Context: an optimization exercise on an open-source flow, tuned for small area, a short achievable clock period and few clock cycles per item. The choices shown serve that exercise and are no tape-out recipe.
In this exercise RTL edits were held to simulation tests only and were not proved equivalent to the original.
Power is estimated from default activity; no workload was simulated.

## mul_fu
module mul_fu (
    input  logic        clk,
    input  logic        rst_n,
    input  logic        in_valid,
    input  logic [3:0]  in_ctrl,
    input  logic [31:0] in_a,
    input  logic [31:0] in_b,
    input  logic [6:0]  in_tag,
    output logic        in_ready,
    output logic        out_req,
    output logic [6:0]  out_tag,
    output logic [31:0] out_data,
    input  logic        out_grant
);
Size: ~2,000 cells after synthesis, roughly 120 I/O pins, ~22,000 µm² of cells after synthesis.
export LEC_CHECK = 0
export ABC_CLOCK_PERIOD_IN_PS = 2500
export CAP_MARGIN = 30
export CORE_MARGIN = 2
export CORE_UTILIZATION = 60
export CTS_BUF_LIST = sky130_fd_sc_hd__clkbuf_4 sky130_fd_sc_hd__clkbuf_8
export CTS_CLUSTER_DIAMETER = 50
export CTS_CLUSTER_SIZE = 16
export SLEW_MARGIN = 50
export SYNTH_HIERARCHICAL = 1
export SYNTH_MINIMUM_KEEP_SIZE = 0
create_clock -name core_clock -period 10.0 [get_ports {clk}]
standard.sh (not shown) runs the stock make flow with config.mk's settings and CLKGATE_MAP_FILE= SYNTH_SCRIPT=/design/flow/synth_recipe.tcl, a recipe that flattens the netlist after the stock synthesis.
==> flow/flow/run.sh <==
#!/bin/bash
# Standard ORFS layout (the standard.sh), with the port buffers made plain
# buffers (buf_2) instead of the delay buffer buffer_ports picks by default.
set -euo pipefail
bash standard.sh synth > synth.log 2>&1
bash standard.sh BUFFER_PORTS_ARGS="-buffer_cell sky130_fd_sc_hd__buf_2" finish > layout.log 2>&1
The first run finished with timing, DRC and antenna clean.
Testbench counts at the start, summed over its fixed seeds: cycles 2,374, items 2,048.
Then changed:
--- a/flow/config.mk
+++ b/flow/config.mk
@@ -9 +9 @@
-export CAP_MARGIN = 30
+export CAP_MARGIN = 20
@@ -13,3 +13 @@
-export CTS_CLUSTER_DIAMETER = 50
-export CTS_CLUSTER_SIZE = 16
-export SLEW_MARGIN = 50
+export SLEW_MARGIN = 35
What happened:
- global-route usage went up by 0.69 points
- area after synthesis is unchanged
- clock skew hardly moves
- clock-buffer cell count went up by 26
- cell count went up by about 0.5%
- total power went up by about 2.8%
- clock power went up by about 20%
- wire length went up by about 1.6%
- die area does not change
- non-clock buffer count went down by 19
- setup slack got worse by 0.19 ns
Then changed:
--- a/flow/config.mk
+++ b/flow/config.mk
@@ -9 +9 @@
-export CAP_MARGIN = 20
+export CAP_MARGIN = 30
@@ -11 +11 @@
-export CORE_UTILIZATION = 60
+export CORE_UTILIZATION = 50
@@ -13 +13 @@
-export SLEW_MARGIN = 35
+export SLEW_MARGIN = 50
After rerunning: Global-route usage decreases by 4.7 points. Maximum frequency increases by 7.0%. Combinational power barely changes. First-iteration DRC count decreases by 8.2%. Worst setup slack improves by 0.22 ns.
Then changed:
--- a/flow/config.mk
+++ b/flow/config.mk
@@ -11 +11 @@
-export CORE_UTILIZATION = 50
+export CORE_UTILIZATION = 60
Result:
- The changed run completed without violations
- register-to-register slack is better by 0.04 ns
- global-route usage grows by 4.5 points
- setup slack is worse by 0.0044 ns
- final cell count shrinks by about 4.6%
- fmax barely changes
- total power grows by 0.66%
- combinational power barely changes
- non-clock buffer count grows by 2
- sequential cell count stays the same

---

Another version of the RTL of mul_fu (not shown whole).
Size: roughly 300 flip-flops.
Settings: LEC_CHECK=0, ABC_CLOCK_PERIOD_IN_PS=2500, CAP_MARGIN=30, CORE_MARGIN=2, CORE_UTILIZATION=60, CTS_BUF_LIST=sky130_fd_sc_hd__clkbuf_4 sky130_fd_sc_hd__clkbuf_8, CTS_CLUSTER_DIAMETER=50, CTS_CLUSTER_SIZE=16, SLEW_MARGIN=50, SYNTH_HIERARCHICAL=1, SYNTH_MINIMUM_KEEP_SIZE=0; clock period 10.0 ns.
Scripts as last shown in full above: flow/flow/run.sh
The baseline finished with timing, DRC and antenna clean.
Testbench counts at the start, summed over its fixed seeds: cycles 2,374, items 2,048.
Change:
Settings changed: CAP_MARGIN 30 to 50, CORE_UTILIZATION 60 to 40, CTS_CLUSTER_DIAMETER 50 to default, CTS_CLUSTER_SIZE 16 to default, SLEW_MARGIN 50 to 70.
Worst setup slack is worse by 42 ps. Wire length came out higher by 8.6%. Power climbs by 6.7%. Count of clock-buffer cells in the layout is higher by 33. Worst hold slack gets worse by 19 ps. Cell count is higher by 14%. Non-clock buffer count increases by 52. Clock power grows by about 20%. Core utilization goes down by 19 points.
Change:
Settings changed: CAP_MARGIN 50 to 30, CORE_UTILIZATION 40 to 60, CTS_BUF_LIST sky130_fd_sc_hd__clkbuf_4 sky130_fd_sc_hd__clkbuf_8 to sky130_fd_sc_hd__clkbuf_16, CTS_CLUSTER_DIAMETER from default to 60, CTS_CLUSTER_SIZE from default to 24, SLEW_MARGIN 70 to 50.
What happened:
- synthesized cell count is unchanged
- combinational power drops by about 6.5%
- die area goes down by 33%
- flip-flop and latch count does not change
- synthesized area stays the same
- worst setup slack gets better by 55 ps

---

mul_fu again, from the RTL that the note above started with.
export LEC_CHECK = 0
export ABC_CLOCK_PERIOD_IN_PS = 2500
export CAP_MARGIN = 50
export CORE_MARGIN = 2
export CORE_UTILIZATION = 60
export CTS_BUF_LIST = sky130_fd_sc_hd__clkbuf_4 sky130_fd_sc_hd__clkbuf_8
export SLEW_MARGIN = 70
export SYNTH_HIERARCHICAL = 1
export SYNTH_MINIMUM_KEEP_SIZE = 0
create_clock -name core_clock -period 10.0 [get_ports {clk}]
Scripts as last shown in full above: flow/flow/run.sh
The starting point passed the timing, DRC and antenna checks.
Testbench counts at the start, summed over its fixed seeds: cycles 2,374, items 2,048.
Rerun with:
- CAP_MARGIN: 50 -> 30
- SLEW_MARGIN: 70 -> 50
The changed run completed without violations.
Total power is lower by about 3%.
Synthesized cell count does not change.
Setup slack gets better by 0.21 ns.
Global-route usage is lower by 0.29 points.
Flip-flop and latch count is unchanged.
Routed wire length is lower by 1.7%.
Rerun with:
- CTS_BUF_LIST: sky130_fd_sc_hd__clkbuf_4 sky130_fd_sc_hd__clkbuf_8 -> sky130_fd_sc_hd__clkbuf_8 sky130_fd_sc_hd__clkbuf_16
- CTS_CLUSTER_DIAMETER: default -> 80
- CTS_CLUSTER_SIZE: default -> 30
=> The changed run completed without violations; wire length decreases by about 1.2%; count of clock-buffer cells in the layout decreases by 59; via count decreases by 1.0%; hold slack improved by 0.013 ns; final cell count decreases by 2.7%; flip-flop and latch count does not change; clock skew decreases by 0.0063 ns; register-to-register slack got worse by 0.04 ns; non-clock buffer count is unchanged.

## port drivers added, routing unchanged
The flow's constraints put no driver on any port. The routed layouts listed below were extracted and timed again, unchanged, in two steps. Step 1 (the two cells are an assumption about what drives the block):
set clk [get_ports {clk}]
set_driving_cell -lib_cell sky130_fd_sc_hd__clkbuf_16 $clk
set_driving_cell -lib_cell sky130_fd_sc_hd__buf_2 [delete_from_list [all_inputs] $clk]
Step 2 times the ports against the registers' clock, not the clock port: input delays grow and output delays shrink by t, the midpoint of the rising clock arrivals with the driver on. a / b / c = ideal ports / drivers / drivers and shift; a / b = the first two.
| run | t (ns) | setup WS [ns] | latest minus earliest clock arrival (ns) | worst data-port slew with drivers (ns) | cell pins on the clock port's net |
|---|---|---|---|---|---|
| the first run of note 1 | 0.685 | 6.763 / 6.711 / 6.818 | 0.024 / 0.024 | 0.04 | 1 |
| the second run of note 1 | 0.671 | 6.578 / 6.578 / 6.578 | 0.025 / 0.025 | 0.03 | 1 |
| the third run of note 1 | 0.682 | 6.803 / 6.747 / 6.784 | 0.037 / 0.036 | 0.03 | 1 |
| the fourth run of note 1 | 0.673 | 6.798 / 6.746 / 6.801 | 0.038 / 0.038 | 0.03 | 1 |
| the first run of note 2 | 0.643 | 6.473 / 6.473 / 6.473 | 0.034 / 0.035 | 0.03 | 1 |
| the second run of note 2 | 0.685 | 6.430 / 6.430 / 6.430 | 0.035 / 0.035 | 0.06 | 1 |
| the third run of note 2 | 0.611 | 6.485 / 6.485 / 6.485 | 0.021 / 0.021 | 0.03 | 1 |
| the first run of note 3 | 0.680 | 6.297 / 6.297 / 6.297 | 0.022 / 0.023 | 0.03 | 1 |
| the second run of note 3 | 0.665 | 6.502 / 6.502 / 6.502 | 0.040 / 0.040 | 0.03 | 1 |
| the third run of note 3 | 0.581 | 6.458 / 6.458 / 6.458 | 0.035 / 0.035 | 0.04 | 1 |
After both steps every run listed still meets setup and hold. For the third run of note 1, which loses most, drivers alone change the setup slack by -0.056 ns; drivers and shift together by -0.019 ns.
